Source: an optimization exercise on an open RTL-to-GDS flow (aim: small area and a short achievable clock period). Production flows keep margins and buffers that such runs may drop. In this exercise RTL edits were held to simulation tests only and were not proved equivalent to the original. Power and IR drop assume default switching activity.

===== flow/flow/run.sh =====
#!/bin/bash
# Layout flow: the standard ORFS flow (standard.sh: unchanged synthesis,
# floorplan, power grid, placement, CTS and routing) with two changes:
#  - the port buffers that placement inserts on every input and output are
#    buf_2 cells instead of the default clkdlybuf4s50 delay cells;
#  - timing repair aims at a setup slack of 5.25 ns (SETUP_SLACK_MARGIN) at
#    the design's clock period, to leave room for routing.
# The full make output goes to standard_flow.log; ORFS keeps each step's log
# under orfs/logs/.
set -euo pipefail
export BUFFER_PORTS_ARGS="-buffer_cell sky130_fd_sc_hd__buf_2"
export SETUP_SLACK_MARGIN=5.25
bash standard.sh > standard_flow.log 2>&1

===== flow/standard.sh =====
#!/bin/bash
# synth_recipe.tcl (not shown) runs the flow's synth.tcl, then flattens the netlist and writes it again
# the make line also repeats each setting of config.mk as NAME=value (left out here)
make -C /OpenROAD-flow-scripts/flow DESIGN_CONFIG=/design/flow/config.mk WORK_HOME=/design/flow/orfs CLKGATE_MAP_FILE= SYNTH_SCRIPT=/design/flow/synth_recipe.tcl "${@:-finish}"

===== flow/config.mk =====
export PLATFORM = sky130hd
export DESIGN_NAME = cpu
export DESIGN_NICKNAME = cpu
export VERILOG_FILES = /design/flow/design.v
export SDC_FILE = /design/flow/constraint.sdc
export NUM_CORES = 4
export LEC_CHECK = 0
export CAP_MARGIN = 20
export CORE_MARGIN = 2
export CORE_UTILIZATION = 40
export CTS_CLUSTER_DIAMETER = 60
export CTS_CLUSTER_SIZE = 30
export SLEW_MARGIN = 20

===== flow/constraint.sdc =====
create_clock -name core_clock -period 10.0 [get_ports {Clk}]
set_input_delay 2.0000 -clock core_clock [delete_from_list [all_inputs] [get_ports {Clk}]]
set_output_delay 2.0000 -clock core_clock [all_outputs]
set_load 0.01 [all_outputs]

===== flow/design.v =====
module ctrl(
    input  [31:0] instr,
    output cal_r, output cal_i, output load, output store, output br,
    output jmp,              
    output jreg,             
    output jal, output jalr, output mfc0, output mtc0, output eret,
    output ri,
    output beq, output bne, output bgez, output bltz, output blez, output bgtz,
    output [4:0] a1, output [4:0] a2, output [4:0] a3,
    output [3:0] aluop,      
    output asrc,             
    output bsrc,             
    output e_lui, output e_sgn,
    output calov,
    output [1:0] beop,       
    output lext,             
    output [1:0] dsrc,       
    output bdj,              
    output iscp0,
    output copepc            
    );
	wire [5:0] op = instr[31:26];
	wire [4:0] rs = instr[25:21];
	wire [4:0] rt = instr[20:16];
	wire [4:0] rd = instr[15:11];
	wire [4:0] sh = instr[10:6];
	wire [5:0] fn = instr[5:0];
	wire R = (op == 6'b000000);
	wire sh0 = (sh == 5'b0);
	wire rs0 = (rs == 5'b0);
	wire sll  = R && rs0 && (rt != 5'b0 || rd != 5'b0 || !sh0) && fn == 6'b000000;
	wire srl  = R && rs0 && fn == 6'b000010;
	wire sra  = R && rs0 && fn == 6'b000011;
	wire sllv = R && sh0 && fn == 6'b000100;
	wire srlv = R && sh0 && fn == 6'b000110;
	wire srav = R && sh0 && fn == 6'b000111;
	wire jr_  = R && rt == 5'b0 && rd == 5'b0 && sh0 && fn == 6'b001000;
	wire jalr_= R && rt == 5'b0 && sh0 && fn == 6'b001001;
	wire add  = R && sh0 && fn == 6'b100000;
	wire addu = R && sh0 && fn == 6'b100001;
	wire sub  = R && sh0 && fn == 6'b100010;
	wire subu = R && sh0 && fn == 6'b100011;
	wire andr = R && sh0 && fn == 6'b100100;
	wire orr  = R && sh0 && fn == 6'b100101;
	wire xorr = R && sh0 && fn == 6'b100110;
	wire norr = R && sh0 && fn == 6'b100111;
	wire slt  = R && sh0 && fn == 6'b101010;
	wire sltu = R && sh0 && fn == 6'b101011;
	wire bgez_ = op == 6'b000001 && rt == 5'b00001;
	wire bltz_ = op == 6'b000001 && rt == 5'b00000;
	wire beq_  = op == 6'b000100;
	wire bne_  = op == 6'b000101;
	wire blez_ = op == 6'b000110 && rt == 5'b0;
	wire bgtz_ = op == 6'b000111 && rt == 5'b0;
	wire addi  = op == 6'b001000;
	wire addiu = op == 6'b001001;
	wire slti  = op == 6'b001010;
	wire sltiu = op == 6'b001011;
	wire andi  = op == 6'b001100;
	wire ori   = op == 6'b001101;
	wire xori  = op == 6'b001110;
	wire lui   = op == 6'b001111 && rs0;
	wire lb  = op == 6'b100000;
	wire lh  = op == 6'b100001;
	wire lw  = op == 6'b100011;
	wire lbu = op == 6'b100100;
	wire lhu = op == 6'b100101;
	wire sb  = op == 6'b101000;
	wire sh_ = op == 6'b101001;
	wire sw  = op == 6'b101011;
	wire j_  = op == 6'b000010;
	wire jal_= op == 6'b000011;
	wire cop0 = op == 6'b010000;
	wire mfc0_ = cop0 && rs0 && sh0 && fn == 6'b0;
	wire mtc0_ = cop0 && rs == 5'b00100 && sh0 && fn == 6'b0;
	wire eret_ = instr == 32'h4200_0018;
	wire nop  = instr == 32'h0;
	assign cal_r = sll | srl | sra | sllv | srlv | srav | add | addu | sub | subu |
	               andr | orr | xorr | norr | slt | sltu;
	assign cal_i = addi | addiu | slti | sltiu | andi | ori | xori | lui;
	assign load  = lb | lh | lw | lbu | lhu;
	assign store = sb | sh_ | sw;
	assign br    = bgez_ | bltz_ | beq_ | bne_ | blez_ | bgtz_;
	assign jmp   = j_ | jal_;
	assign jreg  = jr_ | jalr_;
	assign jal   = jal_;
	assign jalr  = jalr_;
	assign mfc0  = mfc0_;
	assign mtc0  = mtc0_;
	assign eret  = eret_;
	assign ri    = ~(cal_r | cal_i | load | store | br | j_ | eret_ | jr_ | jal_ | jalr_ |
	                 mfc0_ | mtc0_ | nop);
	assign beq = beq_; assign bne = bne_; assign bgez = bgez_;
	assign bltz = bltz_; assign blez = blez_; assign bgtz = bgtz_;
	wire rs_use = br | (cal_i & ~lui) | (cal_r & ~sll & ~sra & ~srl) | jalr_ | jr_ | load | store;
	wire rt_use = beq_ | bne_ | cal_r | store | mtc0_;
	assign a1 = rs_use ? rs : 5'b0;
	assign a2 = rt_use ? rt : 5'b0;
	assign a3 = (cal_r | jalr_) ? rd :
	            (cal_i | load | mfc0_) ? rt :
	            jal_ ? 5'b11111 : 5'b0;
	assign aluop = (addi | addiu | add | addu | load | store) ? 4'd1 :
	               (sub | subu) ? 4'd2 :
	               (andi | andr) ? 4'd3 :
	               (lui | ori | orr) ? 4'd4 :
	               norr ? 4'd5 :
	               (xori | xorr) ? 4'd6 :
	               (slti | slt) ? 4'd7 :
	               (sltiu | sltu) ? 4'd8 :
	               (sll | sllv) ? 4'd9 :
	               (sra | srav) ? 4'd10 :
	               (srl | srlv) ? 4'd11 : 4'd0;
	assign asrc  = sll | sra | srl;
	assign bsrc  = cal_i | load | store;
	assign e_lui = lui;
	assign e_sgn = addi | addiu | slti | sltiu | load | store;
	assign calov = add | sub | addi;
	assign beop  = {lw | sw | mfc0_, lh | lhu | sh_};
	assign lext  = lbu | lhu;
	assign dsrc  = (cal_r | cal_i) ? 2'd1 :
	               (load | mfc0_) ? 2'd2 :
	               (jal_ | jalr_) ? 2'd3 : 2'd0;
	assign bdj   = br | j_ | jr_ | jal_ | jalr_;
	assign iscp0 = mfc0_ | mtc0_;
	assign copepc = cop0 && rs == 5'b00100 && rd == 5'd14;
endmodule
module alu(
    input  [31:0] A,
    input  [31:0] B,
    input  [3:0] ALUOp,      
    output reg [31:0] C,
    output V                 
    );
	wire sub = (ALUOp == 4'd2) | (ALUOp == 4'd7) | (ALUOp == 4'd8);
	wire [31:0] Bx = sub ? ~B : B;
	wire [32:0] s1 = {1'b0, A[30:0], 1'b1} + {1'b0, Bx[30:0], sub};
	wire c31 = s1[32];
	wire [32:0] s = {(A[31] & Bx[31]) | (c31 & (A[31] | Bx[31])), A[31] ^ Bx[31] ^ c31, s1[31:1]};
	wire c32 = s[32];
	assign V = (A[31] & Bx[31] & ~c31) | (~A[31] & ~Bx[31] & c31);
	wire lt  = s[31] ^ V;
	wire ltu = ~c32;
	wire sll = (ALUOp == 4'd9);
	wire [31:0] x;
	genvar k;
	generate for (k = 0; k < 32; k = k + 1) begin : rev
		assign x[k] = sll ? B[31-k] : B[k];
	end endgenerate
	wire fill = (ALUOp == 4'd10) & B[31];
	wire [32:0] y33 = $signed({fill, x}) >>> A[4:0];
	wire [31:0] y = y33[31:0];
	wire [31:0] shl;
	generate for (k = 0; k < 32; k = k + 1) begin : rev2
		assign shl[k] = y[31-k];
	end endgenerate
	always @(*) begin
		case (ALUOp)
			4'd1, 4'd2: C = s[31:0];
			4'd3: C = A & Bx;
			4'd4: C = A | Bx;
			4'd5: C = ~(A | Bx);
			4'd6: C = A ^ Bx;
			4'd7: C = {31'b0, lt};
			4'd8: C = {31'b0, ltu};
			4'd9: C = shl;
			4'd10, 4'd11: C = y;
			default: C = 32'h17230010;
		endcase
	end
endmodule
module grf(
    input  [4:0] A1n,
    input  [4:0] A2n,
    input  Kill,             
    input  [4:0] A3,
    input  [31:0] Wd,
    input  Clk,
    input  Reset,
    output [31:0] Rd1,
    output [31:0] Rd2
    );
	reg [31:0] r [1:31];
	reg [31:1] v;
	reg [31:1] s1, s2;
	always @(posedge Clk) begin
		if (A3 != 5'b0)
			r[A3] <= Wd;
	end
	wire [31:1] vn;
	genvar i;
	generate for (i = 1; i < 32; i = i + 1) begin : sel
		assign vn[i] = ~Reset & (v[i] | (A3 == i));
		always @(posedge Clk) begin
			v[i] <= vn[i];
			s1[i] <= ~Kill & (A1n == i) & vn[i];
			s2[i] <= ~Kill & (A2n == i) & vn[i];
		end
	end endgenerate
	reg [31:0] o1, o2;
	integer k;
	always @(*) begin
		o1 = 32'b0;
		o2 = 32'b0;
		for (k = 1; k < 32; k = k + 1) begin
			o1 = o1 | ({32{s1[k]}} & r[k]);
			o2 = o2 | ({32{s2[k]}} & r[k]);
		end
	end
	assign Rd1 = o1;
	assign Rd2 = o2;
endmodule
module cpu(
    input Clk,
    input Reset,
    input [7:2] HWInt,
    output [3:0] Be,
    input [31:0] PrRD,
    output [31:2] PrAddr,
    output [31:0] PrWD,
    output PrWe,
    output [31:0] IMAddr,
    input [31:0] IMRD,
    input [31:0] DMRD
    );
	reg [31:0] PC;
	reg [31:0] IRD;
	reg [31:2] PCD;                   
	reg        excF;                  
	reg [31:2] LE;                    
	reg [31:0] RSE, RTE;
	reg [15:0] immE;
	reg [3:0]  aluopE;
	reg        asrcE, bsrcE, luiE, sgnE, calovE, ldE, stE;
	reg [1:0]  beopE;
	reg        vE;                    
	reg        lextE, bdjE, iscp0E, mtc0E, eretE, copepcE;
	reg [1:0]  excE;                  
	reg [31:2] LM;                    
	reg [31:0] AOM, RTM;
	reg [4:0]  rdM;
	reg        ldM, stM;
	reg [1:0]  beopM;
	reg        vM;
	reg        lextM, bdjM, iscp0M, mtc0M, eretM, copepcM;
	reg [2:0]  excM;                  
	reg [31:0] WD;                    
	reg [31:0] WDr;                   
	reg        vW;
	reg        BDW;
	reg [4:0] A3E, A3M, A3W;
	reg m1E, m2E, m1M, m2M, m1W, m2W;
	reg e1ao, e1lk, e1wd, e2ao, e2lk, e2wd;
	reg x2, mwd;
	reg       hcalE, hldE, hlinkE, hepcE, hcalM, hldM, hlinkM;
	reg [7:2]  IM;
	reg        EXL, IE, BD;
	reg [7:2]  IP;
	reg [6:2]  ExcCode;
	reg [31:2] EPC;
	wire exp_in;
	wire stall;
	wire cal_r, cal_i, load, store, jal, jalr, mfc0, mtc0, ri;
	wire [4:0] a3;
	wire [3:0] aluop;
	wire asrc, bsrc, e_lui, e_sgn, calov, lext, bdj, iscp0, copepc;
	wire [1:0] beop, dsrc;
	ctrl dec (
		.instr(IRD),
		.cal_r(cal_r), .cal_i(cal_i), .load(load), .store(store), .br(),
		.jmp(), .jreg(), .jal(jal), .jalr(jalr), .mfc0(mfc0), .mtc0(mtc0),
		.eret(), .ri(ri),
		.beq(), .bne(), .bgez(), .bltz(), .blez(), .bgtz(),
		.a1(), .a2(), .a3(a3),
		.aluop(aluop), .asrc(asrc), .bsrc(bsrc), .e_lui(e_lui), .e_sgn(e_sgn),
		.calov(calov), .beop(beop), .lext(lext), .dsrc(dsrc), .bdj(bdj),
		.iscp0(iscp0), .copepc(copepc)
	);
	wire f_cal_r, f_cal_i, f_load, f_store, f_br, f_jmp, f_jreg, f_eret;
	wire f_beq, f_bne, f_bgez, f_bltz, f_blez, f_bgtz;
	wire [4:0] f_a1, f_a2;
	ctrl decF (
		.instr(IMRD),
		.cal_r(f_cal_r), .cal_i(f_cal_i), .load(f_load), .store(f_store), .br(f_br),
		.jmp(f_jmp), .jreg(f_jreg), .jal(), .jalr(), .mfc0(), .mtc0(),
		.eret(f_eret), .ri(),
		.beq(f_beq), .bne(f_bne), .bgez(f_bgez), .bltz(f_bltz), .blez(f_blez), .bgtz(f_bgtz),
		.a1(f_a1), .a2(f_a2), .a3(),
		.aluop(), .asrc(), .bsrc(), .e_lui(), .e_sgn(),
		.calov(), .beop(), .lext(), .dsrc(), .bdj(),
		.iscp0(), .copepc()
	);
	reg [4:0] a1, a2;
	reg br, jmp, jreg, eret, pcal_r, pcil, beq, bne, bgez, bltz, blez, bgtz;
	wire stall_E = (hcalE && ((br && (m1E || m2E)) || (jreg && m1E))) ||
	               (hldE && ((br && (m1E || m2E)) || (pcal_r && (m1E || m2E)) ||
	                         ((pcil || jreg) && m1E)));
	wire stall_M = hldM && ((br && (m1M || m2M)) || (jreg && m1M));
	assign stall = stall_E || stall_M || (eret && hepcE);
	wire [31:2] LD = PCD + 30'd2;
	wire [31:0] Rd1, Rd2;
	wire [31:0] RSD = (m1E && hlinkE) ? {LE, 2'b00} :
	                  (m1M && hcalM)  ? AOM :
	                  (m1M && hlinkM) ? {LM, 2'b00} :
	                  m1W             ? WD : Rd1;
	wire [31:0] RTD = (m2E && hlinkE) ? {LE, 2'b00} :
	                  (m2M && hcalM)  ? AOM :
	                  (m2M && hlinkM) ? {LM, 2'b00} :
	                  m2W             ? WD : Rd2;
	wire ird_zero = Reset || exp_in || (~stall && eret) || (~stall && adelF);
	wire [4:0] rsn = stall ? IRD[25:21] : IMRD[25:21];
	wire [4:0] rtn = stall ? IRD[20:16] : IMRD[20:16];
	grf rf (
		.A1n(rsn), .A2n(rtn), .Kill(ird_zero), .A3(vW ? A3W : 5'b0), .Wd(WDr),
		.Clk(Clk), .Reset(Reset), .Rd1(Rd1), .Rd2(Rd2)
	);
	wire eq = (RSD == RTD);
	wire z  = (RSD == 32'b0);
	wire taken = (beq & eq) | (bne & ~eq) | (bgez & ~RSD[31]) | (bltz & RSD[31]) |
	             (blez & (RSD[31] | z)) | (bgtz & ~RSD[31] & ~z);
	wire [31:0] PC4 = PC + 32'd4;
	wire [30:0] bsum = {PCD, 1'b1} + {{14{IRD[15]}}, IRD[15:0], 1'b1};
	wire [31:2] btarget = bsum[30:1];
	wire [31:0] jtarget = {PCD[31:28], IRD[25:0], 2'b00};
	wire [31:0] D2write;
	wire [31:0] EPCfwd = (eret && copepcM) ? D2write : {EPC, 2'b00};
	wire [31:0] npc = eret ? EPCfwd :
	                  jmp ? jtarget :
	                  (br & taken) ? {btarget, 2'b00} :
	                  jreg ? RSD : PC4;
	wire adelF = (PC[1:0] != 2'b00) || (PC < 32'h3000) || (PC >= 32'h5000);
	always @(posedge Clk) begin
		if (Reset)
			PC <= 32'h3000;
		else if (exp_in)
			PC <= 32'h4180;
		else if (~stall)
			PC <= npc;
	end
	always @(posedge Clk) begin
		if (Reset || exp_in) begin
			IRD <= 32'b0;
			PCD <= 30'h3fffffff;
			excF <= 1'b0;
		end else if (~stall) begin
			if (eret) begin
				IRD <= 32'b0;
				PCD <= EPCfwd[31:2];
				excF <= 1'b0;
			end else begin
				IRD <= adelF ? 32'h8c001723 : IMRD;
				PCD <= PC[31:2];
				excF <= adelF;
			end
		end
	end
	always @(posedge Clk) begin
		if (Reset || exp_in || (~stall && eret)) begin
			a1 <= 5'b0; a2 <= 5'b0;
			br <= 1'b0; jmp <= 1'b0; jreg <= 1'b0; eret <= 1'b0; pcal_r <= 1'b0; pcil <= 1'b0;
			beq <= 1'b0; bne <= 1'b0; bgez <= 1'b0; bltz <= 1'b0; blez <= 1'b0; bgtz <= 1'b0;
		end else if (~stall) begin
			if (adelF) begin
				a1 <= 5'b0; a2 <= 5'b0;
				br <= 1'b0; jmp <= 1'b0; jreg <= 1'b0; eret <= 1'b0; pcal_r <= 1'b0; pcil <= 1'b1;
				beq <= 1'b0; bne <= 1'b0; bgez <= 1'b0; bltz <= 1'b0; blez <= 1'b0; bgtz <= 1'b0;
			end else begin
				a1 <= f_a1; a2 <= f_a2;
				br <= f_br; jmp <= f_jmp; jreg <= f_jreg; eret <= f_eret; pcal_r <= f_cal_r;
				pcil <= f_cal_i | f_load | f_store;
				beq <= f_beq; bne <= f_bne; bgez <= f_bgez; bltz <= f_bltz; blez <= f_blez; bgtz <= f_bgtz;
			end
		end
	end
	assign IMAddr = PC;
	always @(posedge Clk) begin
		RSE <= RSD;
		RTE <= RTD;
		immE <= IRD[15:0];
		if (Reset || exp_in) begin
			LE <= 30'd1;
		end else begin
			LE <= LD;
		end
		if (Reset || exp_in || stall) begin
			aluopE <= 4'd0; asrcE <= 1'b0; bsrcE <= 1'b0; luiE <= 1'b0; sgnE <= 1'b0;
			calovE <= 1'b0; ldE <= 1'b0; stE <= 1'b0; beopE <= 2'b0; vE <= 1'b0;
			lextE <= 1'b0; bdjE <= 1'b0; iscp0E <= 1'b0; mtc0E <= 1'b0; eretE <= 1'b0;
			copepcE <= 1'b0; excE <= 2'd0;
		end else begin
			aluopE <= aluop; asrcE <= asrc; bsrcE <= bsrc; luiE <= e_lui; sgnE <= e_sgn;
			calovE <= calov; ldE <= load; stE <= store; beopE <= beop; vE <= 1'b1;
			lextE <= lext; bdjE <= bdj; iscp0E <= iscp0; mtc0E <= mtc0; eretE <= eret;
			copepcE <= copepc; excE <= excF ? 2'd1 : ri ? 2'd2 : 2'd0;
		end
	end
	wire [31:0] RSEf = e1ao ? AOM :
	                   e1lk ? {LM, 2'b00} :
	                   e1wd ? WD : RSE;
	wire [31:0] RTEf = e2ao ? AOM :
	                   e2lk ? {LM, 2'b00} :
	                   e2wd ? WD : RTE;
	wire [31:0] ext = luiE ? {immE, 16'b0} : {{16{sgnE & immE[15]}}, immE};
	wire [31:0] aluA = asrcE ? {27'b0, immE[10:6]} : RSEf;
	wire [31:0] aluB = bsrcE ? ext : RTEf;
	wire [31:0] C;
	wire V;
	alu ALU (.A(aluA), .B(aluB), .ALUOp(aluopE), .C(C), .V(V));
	wire [2:0] vcode = ldE ? 3'd1 : stE ? 3'd3 : calovE ? 3'd4 : 3'd0;
	wire       excE0 = (excE == 2'd0);
	wire [2:0] excMn = excE0 ? ({3{V}} & vcode) : {1'b0, excE};
	reg stq;                          
	always @(posedge Clk) begin
		RTM <= RTEf;
		rdM <= immE[15:11];
		if (Reset || exp_in) begin
			LM <= 30'd1; AOM <= 32'b0;
			ldM <= 1'b0; stM <= 1'b0; beopM <= 2'b0; vM <= 1'b0; lextM <= 1'b0;
			bdjM <= 1'b0; iscp0M <= 1'b0; mtc0M <= 1'b0; eretM <= 1'b0; copepcM <= 1'b0;
			excM <= 3'd0; stq <= 1'b0;
		end else begin
			LM <= LE; AOM <= C;
			ldM <= ldE; stM <= stE; beopM <= beopE; vM <= vE; lextM <= lextE;
			bdjM <= bdjE; iscp0M <= iscp0E; mtc0M <= mtc0E; eretM <= eretE; copepcM <= copepcE;
			excM <= excMn; stq <= stE && excE0 && ~V;
		end
	end
	assign D2write = mwd ? WD : RTM;
	assign PrWD = D2write;
	assign PrAddr = AOM[31:2];
	wire word = beopM[1];
	wire half = beopM[0];
	assign Be = word ? 4'b1111 :
	            half ? (AOM[1] ? 4'b1100 : 4'b0011) :
	            (4'b0001 << AOM[1:0]);
	wire inData = (AOM[31:13] == 19'b0);
	wire hi7f   = (AOM[31:8] == 24'h00007f);
	wire [7:0] lo = AOM[7:0];
	wire inExt  = hi7f && (lo < 8'h44);
	wire okW    = (lo < 8'h0c) || (lo >= 8'h10 && lo < 8'h38) || (lo >= 8'h40 && lo < 8'h44);
	wire tube   = (lo >= 8'h38 && lo < 8'h40);
	wire ovf    = ~(inData || (hi7f && ((okW && word) || tube)));
	wire ovfL   = ovf && ldM;
	wire ovfS   = (ovf || AOM == 32'h7f08) && stM;
	wire excAny = (excM != 3'd0) || ovfL || ovfS;
	reg [7:2] IMe;
	wire IntReq = |(HWInt & IMe);
	assign exp_in = (~EXL && excAny) || IntReq;
	wire z17 = (AOM[31:15] == 17'b0);
	wire okS = z17 && ((AOM[14:13] == 2'b00) ||
	                   ((AOM[14:8] == 7'h7f) && ((okW && word && lo != 8'h08) || tube)));
	assign PrWe = ~IntReq && ((stM && EXL) || (stq && okS));
	wire [6:2] codeM = (excM == 3'd1) ? 5'd4 :
	                   (excM == 3'd2) ? 5'd10 :
	                   (excM == 3'd3) ? 5'd5 :
	                   (excM == 3'd4) ? 5'd12 :
	                   ovfL ? 5'd4 : 5'd5;
	wire [31:0] cp0out = (rdM == 5'd12) ? {16'b0, IM, 8'b0, EXL, IE} :
	                     (rdM == 5'd13) ? {BD, 15'b0, IP, 3'b0, ExcCode, 2'b0} :
	                     (rdM == 5'd14) ? {EPC, 2'b00} :
	                     (rdM == 5'd15) ? 32'h17231173 : 32'h17230005;
	wire wrSR = mtc0M && rdM == 5'd12;
	always @(posedge Clk) begin
		if (Reset || exp_in)
			IMe <= 6'b0;
		else if (eretM)
			IMe <= IM & {6{IE}};
		else if (wrSR)
			IMe <= D2write[15:10] & {6{D2write[0] & ~D2write[1]}};
		else
			IMe <= IM & {6{IE & ~EXL}};
	end
	always @(posedge Clk) begin
		if (Reset) begin
			IM <= 6'b0; EXL <= 1'b0; IE <= 1'b0; BD <= 1'b0; IP <= 6'b0;
			ExcCode <= 5'b11111; EPC <= 30'b0;
		end else begin
			if (~EXL)
				IP <= HWInt;
			if (exp_in) begin
				EXL <= 1'b1;
				BD <= BDW;
				ExcCode <= IntReq ? 5'd0 : codeM;
				EPC <= LM - (BDW ? 30'd3 : 30'd2);
			end else if (eretM) begin
				EXL <= 1'b0;
			end else if (mtc0M) begin
				if (rdM == 5'd12) begin
					IM <= D2write[15:10];
					EXL <= D2write[1];
					IE <= D2write[0];
				end
				if (rdM == 5'd14)
					EPC <= D2write[31:2];
			end
		end
	end
	wire [31:0] DR = iscp0M ? cp0out :
	                 inData ? DMRD :
	                 inExt ? PrRD : 32'h17230011;
	reg [31:0] LDv;
	always @(*) begin
		if (word)
			LDv = DR;
		else if (half)
			LDv = AOM[1] ? {{16{~lextM & DR[31]}}, DR[31:16]} : {{16{~lextM & DR[15]}}, DR[15:0]};
		else case (AOM[1:0])
			2'b00: LDv = {{24{~lextM & DR[7]}},  DR[7:0]};
			2'b01: LDv = {{24{~lextM & DR[15]}}, DR[15:8]};
			2'b10: LDv = {{24{~lextM & DR[23]}}, DR[23:16]};
			default: LDv = {{24{~lextM & DR[31]}}, DR[31:24]};
		endcase
	end
	wire [1:0] dsrcM = vM ? {hlinkM | hldM, hlinkM | hcalM} : 2'd0;
	wire [31:0] WDn = (dsrcM == 2'd1) ? AOM :
	                  (dsrcM == 2'd2) ? LDv :
	                  (dsrcM == 2'd3) ? {LM, 2'b00} : 32'h17230008;
	always @(posedge Clk)
		WDr <= WDn;
	always @(posedge Clk) begin
		if (Reset || exp_in) begin
			WD <= 32'h17230008;
			vW <= 1'b0;
			BDW <= 1'b0;
		end else begin
			WD <= WDn;
			vW <= vM;
			BDW <= bdjM;
		end
	end
	wire [4:0] A3En = stall ? 5'b0 : a3;
	wire [4:0] A3Wn = (hcalM | hldM | hlinkM) ? A3M : 5'b0;
	wire [4:0] a1n = stall ? a1 : f_a1;
	wire [4:0] a2n = stall ? a2 : f_a2;
	wire anyE = hcalE | hldE | hlinkE;
	wire anyM = hcalM | hldM | hlinkM;
	always @(posedge Clk) begin
		if (Reset) begin
			A3E <= 5'b0; A3M <= 5'b0; A3W <= 5'b0;
			hcalE <= 1'b0; hldE <= 1'b0; hlinkE <= 1'b0; hepcE <= 1'b0;
			hcalM <= 1'b0; hldM <= 1'b0; hlinkM <= 1'b0;
			m1E <= 1'b0; m2E <= 1'b0; m1M <= 1'b0; m2M <= 1'b0; m1W <= 1'b0; m2W <= 1'b0;
			e1ao <= 1'b0; e1lk <= 1'b0; e1wd <= 1'b0; e2ao <= 1'b0; e2lk <= 1'b0; e2wd <= 1'b0;
			x2 <= 1'b0; mwd <= 1'b0;
		end else begin
			A3E <= A3En;
			hepcE <= ~stall && mtc0 && IRD[15:11] == 5'd14;
			hcalE <= cal_r | cal_i;
			hldE <= load | mfc0;
			hlinkE <= jal | jalr;
			A3M <= A3E;
			hcalM <= hcalE; hldM <= hldE; hlinkM <= hlinkE;
			A3W <= A3Wn;
			m1E <= ~ird_zero && (a1n != 5'b0) && (a1n == A3En);
			m2E <= ~ird_zero && (a2n != 5'b0) && (a2n == A3En);
			m1M <= ~ird_zero && (a1n != 5'b0) && (a1n == A3E);
			m2M <= ~ird_zero && (a2n != 5'b0) && (a2n == A3E);
			m1W <= ~ird_zero && (a1n != 5'b0) && (a1n == A3Wn);
			m2W <= ~ird_zero && (a2n != 5'b0) && (a2n == A3Wn);
			e1ao <= ~stall & m1E & hcalE;
			e1lk <= ~stall & m1E & hlinkE;
			e1wd <= ~stall & m1M & anyM;
			e2ao <= ~stall & m2E & hcalE;
			e2lk <= ~stall & m2E & hlinkE;
			e2wd <= ~stall & m2M & anyM;
			x2 <= ~stall & m2E & anyE;
			mwd <= x2;
		end
	end
endmodule

==> results of run 1 <==
## logic make-up after synthesis
group | share of synthesized area [%]
mux | 3.16
xor+xnor | 2.47
buf+inv | 4.55
compound gates | 22.4
flops | 53.3
simple gates | 12.6
fa+ha+maj | 1.63
## worst paths after layout
path / from / endpoint / slack, ns / cells past startpoint
hold reg to reg: bdjE / bdjM / 0.43 / 1
setup reg to reg: e2lk / AOM[0] / 4.97 / 20
setup / recovery: e2lk / AOM[0] / 4.97 / 20
hold / removal: bdjE / bdjM / 0.43 / 1
## cell type report
cell class              count  area, um^2  area share [%]
clock buffers             144        3430            3.72
repair inverters            2        10.0          0.0109
inverters                 252         965            1.05
diodes                     11        27.5          0.0299
well taps                2640        3300            3.58
multi-input cells        5102       35400            38.4
repair buffers            629        5300            5.75
clock inverters           102        1470            1.60
flip-flops and latches   1606       42300            45.9
## cell usage in the layout (no fill, tap or decap), types with 136 or more instances in the layout
cell type	count
edfxtp_1	992
dfxtp_1	516
a21oi_1	430
a22o_1	284
nand2_1	565
buf_4	310
inv_1	244
nor2_1	496
mux2i_1	207
nand3_1	161
nand4_1	141
a221oi_1	337
buf_2	200
clkbuf_16	136
a22oi_1	497
o21ai_0	275
## power breakdown
| part | internal, uW | switching [uW] | leakage (uW) | total [uW] |
|---|---|---|---|---|
| logic | 2030 | 3930 | 0.0166 | 5960 |
| registers | 7390 | 764 | 0.0128 | 8150 |
| clock network | 2950 | 3020 | 0.00236 | 5970 |
| total | 12400 | 7710 | 0.0319 | 20100 |
## what timing repair did
action                                  CTS  global route
buffers inserted                         67            69
gates cloned                             12             3
endpoints found under the setup margin  182           111
pin swaps                                46            70
resized for setup                       343           226
## per-layer routing
layer  track usage (%)  share of wire (%)
met5              1.25               0.11
met3              16.7                 17
met2              56.6                 40
met4              27.0                8.9
met1              52.0                 35
## per-stage QoR
stage	setup WS, ns	utilization (%)
after floorplan	5.22	-
after global placement	3.59	42.3
after detailed placement	3.64	42.3
after CTS	4.85	46.0
after global routing	4.79	46.8
final	4.97	46.8
## critical path, cell delays in order (launching register included)
cell        delay (ns)
dfxtp_4           0.36
buf_4             0.13
bufbuf_16         0.28
clkinvlp_2        0.45
a211oi_1          0.47
o32ai_2           0.25
xor2_1            0.23
ha_1              0.45
a21oi_1           0.24
and4_1            0.26
a21oi_2           0.08
a221oi_4          0.36
nor3_2            0.09
o22a_2            0.24
fa_2              0.39
mux2i_1           0.15
nand3_1           0.12
o311ai_2          0.11
a221oi_2          0.05
o21a_1            0.13
nor2_1            0.11
==> flow_metrics.env, run 1 <==
export IMPL_syn_nets=7765
export IMPL_layout_min_cycle_time_ns=5.03
export IMPL_dieWidth_um=448
export IMPL_clkTransAtPathRegs_ns=0.07
export IMPL_final_area_um2=92200
export IMPL_die_h_um=448
export IMPL_instances_no_fill=10500
export IMPL_grt_pass1_vias=68000
export IMPL_async_reset_ff_share_pct=0
export IMPL_detailedRoute_firstIterationViolations=15900
export IMPL_cts_htree_levels=4
export IMPL_powerDensity_nw_per_um2=218
export IMPL_fp_dieArea_um2=201000
export IMPL_dr_pass1_iters=12
export IMPL_final_nets=7930
export IMPL_critical_path_max_fanout=11
export IMPL_drc=0
export IMPL_drtAntennaViolNets=0
export IMPL_status="finished clean"
export IMPL_cts_tree="built"
export IMPL_p_leak_uw=0.0319
export IMPL_cp_arrival_ns=5.80
export IMPL_synth_top_cell_area_share_pct=37.7
export IMPL_ys_types=94
export IMPL_path_class="register to register"
export IMPL_clkSinkCount=1606
export IMPL_synth_ff_type="edfxtp_1"
export IMPL_max_vdd_ir_drop_mv=0.185
export IMPL_slew_headroom_pct=16.4
export IMPL_grt_total_usage_pct=40.9
export IMPL_area_growth_pct=16.7
export IMPL_netlist_top_cells_count="edfxtp_1, dfxtp_1, nand2_1"
export IMPL_io_pins=203
export IMPL_grt_max_degree=83
export IMPL_cts_hold_buf=0
export IMPL_hp_class="register to register"
export IMPL_worst_pin_slew_ns=1.25
export IMPL_io_buffers=202
export IMPL_wire_per_inst_um=40.7
export IMPL_clkLatencyLatePin_ns=0.89
export IMPL_fin_crit_sh_pct=50.3
export IMPL_report_final_slew_viol_count=0
export IMPL_coreArea_um2=197000
export IMPL_tns_ns=0
export IMPL_num_vias=75900
export IMPL_synth_most_common_cell="edfxtp_1"
export IMPL_place_congestion=1.02
export IMPL_syn_inst=7560
export IMPL_synth_edff_count=992
export IMPL_avgSynthCellArea_um2=10.5
export IMPL_synthTopCellsByArea="edfxtp_1, dfxtp_1, a22oi_1"
export IMPL_routed_wl_um=427000
export IMPL_synth_area_um2=79000
export IMPL_cp_end_kind="register"
export IMPL_drive_above_1_share_pct=17.2
export IMPL_ys_seq_area_share_pct=53.3
export IMPL_overflow=0
export IMPL_finalClockSkew_ns=0.0684
export IMPL_largest_reg_flops=992
export IMPL_synth_top_area_cell="edfxtp_1"
export IMPL_synth_seq_cells=1606
export IMPL_whs_ns=0.427
export IMPL_avgViaCountPerCell=7.24
export IMPL_clock_fmax_mhz=199
export IMPL_cts_made_buffers=132
export IMPL_rsz0062_at_grt="true"
export IMPL_start_util_pct=40.1
export IMPL_dpl_cell_area_um2=83300
export IMPL_finalSetupViolCount=0
export IMPL_rows=163
export IMPL_hold_violations=0
export IMPL_clockBufferDepth=3
export IMPL_grt_pass1_wl_um=569000
export IMPL_dp_hpwl_um=271000
export IMPL_antenna_found_initial=25
export IMPL_critPathLaunchType="register"
export IMPL_cts_root_buf="clkbuf_16"
export IMPL_top_register="rf.r"
export IMPL_place_inst=10100
export IMPL_num_fill_cells=18000
export IMPL_finalPower_uw=20100
export IMPL_drv_cap=0
export IMPL_crit_required_ns=10.76
export IMPL_ys_warn_count=3
==> run 2: changes to the inputs <==
--- a/flow/config.mk
+++ b/flow/config.mk
@@ -12,2 +12,3 @@
 export CTS_CLUSTER_SIZE = 30
+export PLACE_DENSITY = 0.7
 export SLEW_MARGIN = 20
==> run 2 against run 1 <==
  * Critical endpoint is now AOM[31]
  * Non-clock buffer count decreased by 53
  * Fmax down 2.3%
  * Largest cell class unchanged
  * Final cell count fell by 0.66%
  * Final area down 1.4%
  * Register-to-register slack got worse by 0.12 ns
  * Critical path type unchanged
  * Routed wire length is 2.8% lower
==> flow_metrics.env, run 2 <==
export IMPL_status="finished clean"
export IMPL_io_buffers=202
export IMPL_r2r_slack_ns=4.85
export IMPL_clock_fmax_mhz=194
export IMPL_crit_required_ns=10.68
export IMPL_antenna_found_initial=28
export IMPL_dieWidth_um=448
export IMPL_max_stage_delay_ns=0.64
export IMPL_critical_path_top_delay_family="compound AO/OA/AOI/OAI gates"
export IMPL_synth_top_area_cell="edfxtp_1"
export IMPL_finalPower_uw=19500
export IMPL_grt_pass1_wl_um=552000
export IMPL_holdPathStages=1
export IMPL_synth_seq_cells=1606
export IMPL_rows=163
export IMPL_synthTopCellsByArea="edfxtp_1, dfxtp_1, a22oi_1"
export IMPL_wire_per_inst_um=39.9
export IMPL_cp_arrival_ns=5.83
export IMPL_largest_reg_flops=992
export IMPL_cts_root_buf="clkbuf_16"
export IMPL_ys_warn_count=3
export IMPL_ys_types=94
export IMPL_top_register="rf.r"
export IMPL_crit_start="e1wd"
export IMPL_fp_dieArea_um2=201000
export IMPL_ys_seq_area_share_pct=53.3
export IMPL_final_cell_mix="edfxtp_1, nand2_1, dfxtp_1"
export IMPL_syn_inst=7560
export IMPL_finalSetupViolCount=0
export IMPL_cts_made_buffers=114
export IMPL_fin_crit_sh_pct=51.5
export IMPL_synth_area_um2=79000
export IMPL_path_class="register to register"
export IMPL_avgSynthCellArea_um2=10.5
export IMPL_cts_htree_levels=3
export IMPL_powerDensity_nw_per_um2=214
export IMPL_coreArea_um2=197000
export IMPL_dr_pass1_iters=14
export IMPL_slew_headroom_pct=9.99
export IMPL_finalClockSkew_ns=0.111
export IMPL_clkLatencyLatePin_ns=0.89
export IMPL_dp_hpwl_um=262000
export IMPL_synth_edff_count=992
export IMPL_grt_pass1_vias=68700
export IMPL_clkTransAtPathRegs_ns=0.09
export IMPL_max_vdd_ir_drop_mv=0.169
export IMPL_cp_end_kind="register"
export IMPL_grt_max_degree=68
export IMPL_routed_wl_um=415000
export IMPL_drtAntennaViolNets=0
export IMPL_cts_hold_buf=0
export IMPL_layout_commonest_cell="edfxtp_1"
export IMPL_worstPathBufferInverterCount=2
export IMPL_syn_nets=7765
export IMPL_detailedRoute_firstIterationViolations=16800
export IMPL_reg2reg_depth=21
export IMPL_synth_ff_type="edfxtp_1"
export IMPL_critPathLaunchType="register"
export IMPL_hold_violations=0
export IMPL_die_h_um=448
export IMPL_hp_class="register to register"
export IMPL_area_growth_pct=15.0
export IMPL_avgViaCountPerCell=7.28
export IMPL_num_vias=75800
export IMPL_synth_most_common_cell="edfxtp_1"
export IMPL_synth_top_cell_area_share_pct=37.7
export IMPL_clkSinkCount=1606
export IMPL_hp_start="bdjE"
export IMPL_netlist_top_cells_count="edfxtp_1, dfxtp_1, nand2_1"
export IMPL_place_congestion=1.10
export IMPL_grt_total_usage_pct=39.4
export IMPL_p_leak_uw=0.0311
export IMPL_rr_startpoint="e1wd"
export IMPL_crit_chain="buf_12, buf_4, mux2i_1, o21ai_0, nand2b_1, a21oi_1, ha_1, and2_1, a22o_1, nor2_1, and4_1, a21oi_2, a221oi_2, nor3_1, o22a_2, fa_1, a22oi_1, o21ai_1, a21oi_1, o21a_1, nor2_1"
export IMPL_drv_cap=0
export IMPL_layout_min_cycle_time_ns=5.15
export IMPL_cts_tree="built"
export IMPL_io_pins=203
export IMPL_final_nets=7858
export IMPL_clockBufferDepth=3
export IMPL_overflow=0
export IMPL_tns_ns=0
export IMPL_worst_pin_slew_ns=1.34
export IMPL_cp_num_cells=21
export IMPL_rsz0062_at_grt="true"
export IMPL_drc=0
export IMPL_drive_above_1_share_pct=15.9
export IMPL_start_util_pct=40.1
export IMPL_report_final_slew_viol_count=0
export IMPL_crit_slowest_cell="o21ai_0"
export IMPL_async_reset_ff_share_pct=0
export IMPL_critical_path_max_fanout=8
[run 2: worst register-to-register path, stage by stage, from the launching register on]
cell	delay (ns)
dfxtp_4	0.37
buf_12	0.14
buf_4	0.19
mux2i_1	0.14
o21ai_0	0.64
nand2b_1	0.15
a21oi_1	0.30
ha_1	0.35
and2_1	0.24
a22o_1	0.25
nor2_1	0.20
and4_1	0.27
a21oi_2	0.08
a221oi_2	0.31
nor3_1	0.09
o22a_2	0.28
fa_1	0.44
a22oi_1	0.15
o21ai_1	0.10
a21oi_1	0.13
o21a_1	0.14
nor2_1	0.04
[run 2: metrics by stage]
step	setup WS (ns)	instances	area, um^2	hold WS (ns)	util, %
after floorplan	5.22	7560	79100	0.329	-
after global placement	3.33	10100	83200	0.409	42.3
after detailed placement	3.47	10100	83200	0.414	42.3
after CTS	4.86	10300	89100	0.430	45.3
after global routing	4.74	10400	90900	0.436	46.2
final	4.85	10400	90900	0.427	46.2
[run 2: path summary, 6_finish.rpt]
path	endpoint
max reg2reg	AOM[31]
min	bdjM
max	AOM[31]
min reg2reg	bdjM
[run 2: cells by family after synthesis]
kind of cell | count (synthesis) | synth area share [%]
AND/OR/NAND/NOR | 2058 | 12.6
buffers and inverters | 855 | 4.55
AO/OA/AOI/OAI | 2471 | 22.4
flip-flops | 1606 | 53.3
adder cells (fa/ha/maj) | 101 | 1.63
multiplexers | 246 | 3.16
XOR/XNOR | 223 | 2.47
[run 2: what timing repair did]
item	4_1_cts	5_1_grt
gates resized for setup	261	262
cloned	9	6
pin swaps	34	63
buffers inserted	48	53
setup endpoints to repair	139	69
[run 2: cell type report]
cell class / count / area (um^2)
fillers: 18000 / 106000
flip-flops and latches: 1606 / 42300
multi-input cells: 5101 / 35200
repair buffers: 576 / 4810
well taps: 2640 / 3300
clock buffers: 121 / 2910
clock inverters: 96 / 1300
inverters: 252 / 965
diodes: 25 / 62.6
repair inverters: 2 / 10.0
[run 2: routing by layer]
metal	GRT usage [%]	wire, um	part of all wire, %	up-vias
met2	53.6	161000	39	8310
met5	0.120	307	0.074	-
met1	47.3	135000	32	35800
met4	30.3	42900	10	26
li1	-	-	-	29200
met3	19.1	75900	18	2450
[run 2: power breakdown]
| group | switching, uW | leakage (uW) | internal [uW] |
|---|---|---|---|
| Clock | 2900 | 0.00203 | 2440 |
| Sequential | 793 | 0.0128 | 7390 |
| Combinational | 3940 | 0.0163 | 2010 |
==> run 3: changes to the inputs <==
--- a/flow/config.mk
+++ b/flow/config.mk
@@ -10,5 +10,2 @@
 export CORE_UTILIZATION = 40
-export CTS_CLUSTER_DIAMETER = 60
-export CTS_CLUSTER_SIZE = 30
-export PLACE_DENSITY = 0.7
 export SLEW_MARGIN = 20
==> run 3 against run 2 <==
  * Final cell count grew 1.2%
  * Still clean on timing, DRC and antenna
  * Worst setup slack gained 0.046 ns
  * Largest cell class unchanged
  * Area after synthesis is the same
  * Non-clock buffer count grew 27
  * Via count grew 1.1%
==> flow_metrics.env, run 3 <==
export IMPL_status="finished clean"
export IMPL_instances_no_fill=10500
export IMPL_place_inst=10100
export IMPL_p_sw_share_pct=36.5
export IMPL_detailedRoute_firstIterationViolations=16300
export IMPL_drive_above_1_share_pct=17.1
export IMPL_drtAntennaViolNets=0
export IMPL_path_class="register to register"
export IMPL_grt_total_usage_pct=41.0
export IMPL_critPathLaunchType="register"
export IMPL_fin_crit_sh_pct=51.1
export IMPL_synth_mux_area_share_pct=3.16
export IMPL_final_core_util_pct=47.3
export IMPL_routed_wl_um=430000
export IMPL_slew_headroom_pct=15.4
export IMPL_clkLatencyLatePin_ns=0.90
export IMPL_hp_class="register to register"
export IMPL_synth_ff_type="edfxtp_1"
export IMPL_ys_warn_count=3
export IMPL_place_congestion=1.02
export IMPL_p_clk_share_pct=32.6
export IMPL_cts_tree="built"
export IMPL_synthTopCellsByArea="edfxtp_1, dfxtp_1, a22oi_1"
export IMPL_fp_dieArea_um2=201000
export IMPL_grt_max_degree=83
export IMPL_rr_startpoint="e2wd"
export IMPL_io_pins=203
export IMPL_area_growth_pct=17.8
export IMPL_drv_cap=0
export IMPL_clkTransAtPathRegs_ns=0.07
export IMPL_synth_top_area_cell="edfxtp_1"
export IMPL_io_buffers=202
export IMPL_grtUsageMet3_pct=17.1
export IMPL_p_comb_share_pct=28.5
export IMPL_dr_pass1_iters=12
export IMPL_hp_start="bdjE"
export IMPL_dp_hpwl_um=271000
export IMPL_reg2reg_depth=24
export IMPL_top_register="rf.r"
export IMPL_syn_nets=7765
export IMPL_coreArea_um2=197000
export IMPL_hold_violations=0
export IMPL_largest_reg_flops=992
export IMPL_synth_top_family_by_area="compound AO/OA/AOI/OAI gates"
export IMPL_num_vias=76700
export IMPL_seqPwrFrac_pct=38.9
export IMPL_layout_min_cycle_time_ns=5.11
export IMPL_cp_end_kind="register"
export IMPL_rsz0062_at_grt="true"
export IMPL_tns_ns=0
export IMPL_drc=0
export IMPL_clock_fmax_mhz=196
export IMPL_r2r_slack_ns=4.89
export IMPL_synth_edff_count=992
export IMPL_critical_path_max_fanout=7
export IMPL_synth_top_cell_area_share_pct=37.7
export IMPL_synth_area_um2=79000
export IMPL_grtUsageMet2_pct=56.5
export IMPL_cts_htree_levels=4
export IMPL_rr_endpoint="AOM[0]"
export IMPL_dieWidth_um=448
export IMPL_powerDensity_nw_per_um2=226
export IMPL_synth_simple_gate_area_share_pct=12.6
export IMPL_syn_inst=7560
export IMPL_finalSetupViolCount=0
export IMPL_synth_seq_cells=1606
export IMPL_max_vdd_ir_drop_mv=0.213
export IMPL_top_usage_layer="met2"
export IMPL_avgViaCountPerCell=7.27
export IMPL_clkSinkCount=1606
export IMPL_cts_root_buf="clkbuf_16"
export IMPL_p_int_uw=13300
export IMPL_antenna_found_initial=24
export IMPL_synth_most_common_cell="edfxtp_1"
export IMPL_grt_pass1_wl_um=570000
export IMPL_yosys_area_share_xor_xnor_pct=2.47
export IMPL_start_util_pct=40.1
export IMPL_p_leak_uw=0.0323
export IMPL_worst_pin_slew_ns=1.26
export IMPL_cts_made_buffers=171
export IMPL_die_h_um=448
export IMPL_finalClockSkew_ns=0.0636
export IMPL_grt_pass1_vias=68400
export IMPL_ys_seq_area_share_pct=53.3
export IMPL_final_nets=7943
export IMPL_netlist_top_cells_count="edfxtp_1, dfxtp_1, nand2_1"
export IMPL_met1_usage_pct=52.2
export IMPL_ys_types=94
export IMPL_report_final_slew_viol_count=0
export IMPL_clockBufferDepth=3
export IMPL_min_to="bdjM"
export IMPL_crit_required_ns=10.79
export IMPL_overflow=0
export IMPL_rows=163
export IMPL_wire_per_inst_um=40.7
export IMPL_p_switching_uw=7670
export IMPL_synth_fa_ha_area_share_pct=1.63
export IMPL_async_reset_ff_share_pct=0
export IMPL_layout_commonest_cell="edfxtp_1"
export IMPL_avgSynthCellArea_um2=10.5
export IMPL_holdPathStages=1
export IMPL_synth_compound_area_share_pct=22.4
export IMPL_final_cell_mix="edfxtp_1, nand2_1, dfxtp_1"
export IMPL_cts_hold_buf=0
export IMPL_cp_arrival_ns=5.89
run 3: worst max-delay path: stages, from the launching register on:
cell and delay [ns]:
dfxtp_4 0.40, buf_12 0.17, mux2i_4 0.26, a211oi_4 0.10
o31ai_4 0.40, xor2_2 0.26, ha_4 0.27, nand2_4 0.08
nor3_4 0.04, a221oi_2 0.21, o21ai_1 0.09, a31o_1 0.24
a311o_1 0.42, a31oi_4 0.19, a21oi_2 0.09, a221oi_4 0.36
nor3_2 0.09, o22a_2 0.24, fa_2 0.39, mux2i_1 0.15
nand3_1 0.12, o311ai_2 0.12, a221oi_2 0.05, o21a_1 0.13
nor2_1 0.10
run 3: worst max path at each step:
stage              start      to  slack, ns  cells past startpoint
4_1_cts             e2wd  AOM[0]       4.79                     24
6_report            e2wd  AOM[0]       4.89                     24
2_1_floorplan  aluopE[2]  AOM[0]       5.22                     26
3_3_place_gp        e2lk  AOM[0]       3.59                     24
3_5_place_dp        e2lk  AOM[0]       3.64                     24
5_1_grt             e2wd  AOM[0]       4.77                     25
run 3: through the flow:
step / area (um^2) / total power (uW) / hold slack (ns) / setup slack, ns
3_3_place_gp: 83300 / 13400 / 0.410 / 3.59
3_5_place_dp: 83300 / 13500 / 0.412 / 3.64
4_1_cts: 91200 / 20400 / 0.425 / 4.79
2_1_floorplan: 79100 / 11200 / 0.329 / 5.22
6_report: 93100 / 21000 / 0.425 / 4.89
5_1_grt: 93000 / 21500 / 0.435 / 4.77
run 3: layout make-up:
type                            count  area (um^2)
Fill cell                       18000       104000
Sequential cell                  1606        42300
Multi-Input combinational cell   5102        35400
Timing Repair Buffer              603         5080
Clock buffer                      217         4620
Tap cell                         2640         3300
Clock inverter                     99         1340
Inverter                          252          957
Antenna cell                       26         65.1
Timing Repair inverter              2         10.0
run 3: kinds of logic after synthesis:
family	count (synthesis)
AO/OA/AOI/OAI	2471
XOR/XNOR	223
adder cells (fa/ha/maj)	101
buffers and inverters	855
flip-flops	1606
multiplexers	246
AND/OR/NAND/NOR	2058
run 3: power by group through the flow:
stage | Combinational [uW] | Sequential, uW | Clock, uW
detailed placement | 5230 | 8230 | 0
global placement | 5220 | 8230 | 0
global route | 6220 | 8160 | 7080
finish | 5980 | 8160 | 6850
CTS | 5520 | 8100 | 6800
floorplan | 3360 | 7790 | 0
run 3: what timing repair did:
| item | CTS | global route |
|---|---|---|
| endpoints found under the setup margin | 185 | 107 |
| setup buffers | 50 | 57 |
| gates cloned | 9 | 9 |
| hold endpoints to repair | 0 | 0 |
| pin swaps | 38 | 71 |
| resized for setup | 307 | 246 |
run 3: layer usage:
metal | wire length (um) | vias up
met1 | 148000 | 37000
met3 | 72700 | 2100
li1 | - | 29400
met5 | 249 | -
met4 | 38200 | 17
met2 | 170000 | 8115
==> run 4: changes to the inputs <==
--- a/flow/flow/run.sh
+++ b/flow/flow/run.sh
@@ -5,3 +5,3 @@
 #    buf_2 cells instead of the default clkdlybuf4s50 delay cells;
-#  - timing repair aims at a setup slack of 5.25 ns (SETUP_SLACK_MARGIN) at
+#  - timing repair aims at a setup slack of 5.5 ns (SETUP_SLACK_MARGIN) at
 #    the design's clock period, to leave room for routing.
@@ -11,3 +11,3 @@
 export BUFFER_PORTS_ARGS="-buffer_cell sky130_fd_sc_hd__buf_2"
-export SETUP_SLACK_MARGIN=5.25
+export SETUP_SLACK_MARGIN=5.5
 bash standard.sh > standard_flow.log 2>&1
--- a/flow/config.mk
+++ b/flow/config.mk
@@ -10,2 +10,4 @@
 export CORE_UTILIZATION = 40
+export CTS_CLUSTER_DIAMETER = 60
+export CTS_CLUSTER_SIZE = 30
 export SLEW_MARGIN = 20
==> run 4 against run 3 <==
  * Sequential cell count unchanged
  * Fmax up 0.77%
  * Final area up 0.54%
  * Sequential power about the same
  * Non-clock buffer count up 72
  * Sequential share of layout area down 0.21 points
  * Utilization up 0.25 points
  * Register-to-register slack better by 0.04 ns
  * First-iteration DRC count about the same
  * Power down 2.5%
  * Synthesized cell count unchanged
==> flow_metrics.env, run 4 <==
export IMPL_start_util_pct=40.1
export IMPL_io_pins=203
export IMPL_synth_ff_type="edfxtp_1"
export IMPL_synth_top_area_cell="edfxtp_1"
export IMPL_top_usage_layer="met2"
export IMPL_dr_pass1_iters=10
export IMPL_synth_seq_cells=1606
export IMPL_num_vias=76200
export IMPL_netlist_top_cells_count="edfxtp_1, dfxtp_1, nand2_1"
export IMPL_fin_crit_sh_pct=50.7
export IMPL_rr_startpoint="e2lk"
export IMPL_grt_total_usage_pct=40.8
export IMPL_worst_pin_slew_ns=1.31
export IMPL_grt_pass1_vias=68200
export IMPL_crit_chain="buf_4, bufbuf_16, nor2b_1, a211oi_1, o32ai_2, xor2_1, ha_1, a21oi_1, and4_1, a21oi_2, a221oi_4, nor3_2, o22a_2, fa_2, a22oi_2, o21ai_1, a21oi_1, o21a_1, nor2_1"
export IMPL_met1_usage_pct=51.2
export IMPL_synth_area_um2=79000
export IMPL_cts_htree_levels=4
export IMPL_ys_warn_count=3
export IMPL_powerDensity_nw_per_um2=219
export IMPL_async_reset_ff_share_pct=0
export IMPL_crit_path_frequent_cell="a21oi_1"
export IMPL_avgViaCountPerCell=7.23
export IMPL_wire_per_inst_um=40.8
export IMPL_cts_tree="built"
export IMPL_ys_seq_area_share_pct=53.3
export IMPL_layout_commonest_cell="edfxtp_1"
export IMPL_routed_wl_um=430000
export IMPL_r2r_slack_ns=4.93
export IMPL_synthTopCellsByArea="edfxtp_1, dfxtp_1, a22oi_1"
export IMPL_synth_most_common_cell="edfxtp_1"
export IMPL_p_leak_uw=0.0323
export IMPL_synth_edff_count=992
export IMPL_grtUsageMet2_pct=56.5
export IMPL_rsz0062_at_grt="true"
export IMPL_crit_start="e2lk"
export IMPL_clkSinkCount=1606
export IMPL_grt_max_degree=69
export IMPL_cts_root_buf="clkbuf_16"
export IMPL_top_register="rf.r"
export IMPL_cp_end_kind="register"
export IMPL_reg2reg_depth=19
export IMPL_synth_top_cell_area_share_pct=37.7
export IMPL_rows=163
export IMPL_fp_dieArea_um2=201000
export IMPL_io_buffers=202
export IMPL_ys_types=94
export IMPL_max_stage_delay_ns=0.77
export IMPL_report_final_slew_viol_count=0
export IMPL_avgSynthCellArea_um2=10.5
export IMPL_cts_made_buffers=133
export IMPL_detailedRoute_firstIterationViolations=16300
export IMPL_max_vdd_ir_drop_mv=0.197
export IMPL_drive_above_1_share_pct=18.2
export IMPL_cp_arrival_ns=5.77
export IMPL_place_congestion=1.07
export IMPL_slew_headroom_pct=12.3
export IMPL_dp_hpwl_um=272000
export IMPL_largest_reg_flops=992
export IMPL_setup_slack_ns=4.93
export IMPL_final_nets=7977
export IMPL_clockBufferDepth=3
export IMPL_coreArea_um2=197000
export IMPL_cp_endpoint="AOM[31]"
export IMPL_crit_required_ns=10.70
export IMPL_area_growth_pct=18.4
export IMPL_finalSetupViolCount=0
export IMPL_syn_inst=7560
export IMPL_finalPower_uw=20500
export IMPL_grtUsageMet3_pct=17.0
export IMPL_drv_cap=0
export IMPL_pre_cts_ws_ns=3.70
export IMPL_rr_endpoint="AOM[31]"
export IMPL_drtAntennaViolNets=0
export IMPL_grt_pass1_wl_um=568000
export IMPL_hold_violations=0
export IMPL_tns_ns=0
export IMPL_layout_min_cycle_time_ns=5.07
export IMPL_clkLatencyLatePin_ns=0.86
export IMPL_critical_path_max_fanout=21
export IMPL_finalClockSkew_ns=0.0711
export IMPL_final_cell_mix="edfxtp_1, nand2_1, dfxtp_1"
export IMPL_hp_class="register to register"
export IMPL_path_class="register to register"
export IMPL_drc=0
export IMPL_syn_nets=7765
export IMPL_status="finished clean"
export IMPL_overflow=0
export IMPL_clkTransAtPathRegs_ns=0.07
export IMPL_cts_hold_buf=0
export IMPL_critPathLaunchType="register"
export IMPL_dieWidth_um=448
export IMPL_antenna_found_initial=22
export IMPL_clock_fmax_mhz=197
export IMPL_die_h_um=448
export IMPL_crit_slowest_cell="a211oi_1"
run 4: what timing repair did:
action | 4_1_cts | 5_1_grt
hold endpoints to repair | 0 | 0
buffers inserted | 76 | 110
pin swaps | 49 | 100
cloned | 14 | 7
endpoints found under the setup margin | 249 | 132
gates resized for setup | 347 | 343
run 4: how the worst min path moves through the flow:
stage                     slack (ns)      end  startpoint  cells past startpoint
after floorplan                 0.33  immE[0]      IRD[0]                      0
after global routing            0.44       vM          vE                      1
after CTS                       0.42       vM          vE                      1
after global placement          0.41      BDW        bdjM                      1
final                           0.43       vM          vE                      1
after detailed placement        0.42       vM          vE                      1
run 4: final cells by class:
| class | count | area, um^2 |
|---|---|---|
| antenna | 12 | 30.0 |
| clock buffer | 150 | 3590 |
| clock inverter | 95 | 1440 |
| fill | 17800 | 103000 |
| inverter | 252 | 965 |
| multi-input combinational | 5101 | 35800 |
| sequential | 1606 | 42300 |
| tap | 2640 | 3300 |
| timing repair buffer | 675 | 6080 |
| timing repair inverter | 3 | 17.5 |
run 4: per-stage QoR:
step           util, %  cell area, um^2  instances  hold slack, ns
2_1_floorplan        -            79100       7560           0.329
6_report          47.5            93600      10500           0.430
4_1_cts           46.1            90800      10400           0.422
3_3_place_gp      42.3            83200      10100           0.409
5_1_grt           47.5            93500      10500           0.437
3_5_place_dp      42.3            83300      10100           0.419
run 4: kinds of logic after synthesis:
| group | Yosys count | synth area share [%] |
|---|---|---|
| AOI/OAI and AO/OA | 2471 | 22.4 |
| buffers and inverters | 855 | 4.55 |
| muxes | 246 | 3.16 |
| xor gates and xnor gates | 223 | 2.47 |
| DFF | 1606 | 53.3 |
| adders and majority gates | 101 | 1.63 |
| and+or+nand+nor | 2058 | 12.6 |
run 4: power breakdown:
group          internal, uW  switching (uW)
combinational          2170            4050
sequential             7380             778
clock                  3080            3020
run 4: worst max-delay path, delay by kind of cell (launching register included):
kind	cells	cell delay, ns
and+or+nand+nor	4	0.50
buffers and inverters	2	0.44
xor gates and xnor gates	1	0.38
AOI/OAI and AO/OA	10	2.44
DFF	1	0.35
adders and majority gates	2	0.82
run 4: per-layer routing:
metal  share of wire (%)  vias up
met5               0.071        -
met4                 9.2       18
met3                  17     2167
met2                  40     7887
met1                  34    36600
li1                    -    29500

## static timing again, ports no longer ideal
In the flow no input, the clock included, has a driving cell. The finished layouts below were timed again as built, in two steps.
Step 1 sets driving cells, clkbuf_16 on the clock port and buf_2 on the other inputs (assumed; they add their load-dependent delay and slew).
Step 2 adds t to the input delays and takes it off the output delays; t is the mean of the earliest and latest rising clock arrival at the registers after step 1. Input paths then give back, and output paths get back, about the clock's delay inside the block.
Slacks: no drivers / after step 1 / after step 2; pairs: no drivers / after step 1.
run	shift t [ns]	setup slack, ns	hold slack, ns	latest minus earliest clock arrival (ns)	pins driven straight from the clock port
run 1	0.947	4.968 / 4.968 / 4.665	0.427 / 0.427 / 0.427	0.069 / 0.069	1
run 2	0.900	4.848 / 4.848 / 4.509	0.427 / 0.427 / 0.427	0.112 / 0.112	1
run 3	0.960	4.895 / 4.895 / 4.598	0.425 / 0.425 / 0.425	0.066 / 0.066	1
run 4	0.917	4.933 / 4.933 / 4.654	0.430 / 0.430 / 0.430	0.071 / 0.071	1
After both steps setup and hold are still met in every run listed. For run 2, which loses most, drivers alone change the setup slack by 0.000 ns; drivers and shift together by -0.339 ns.
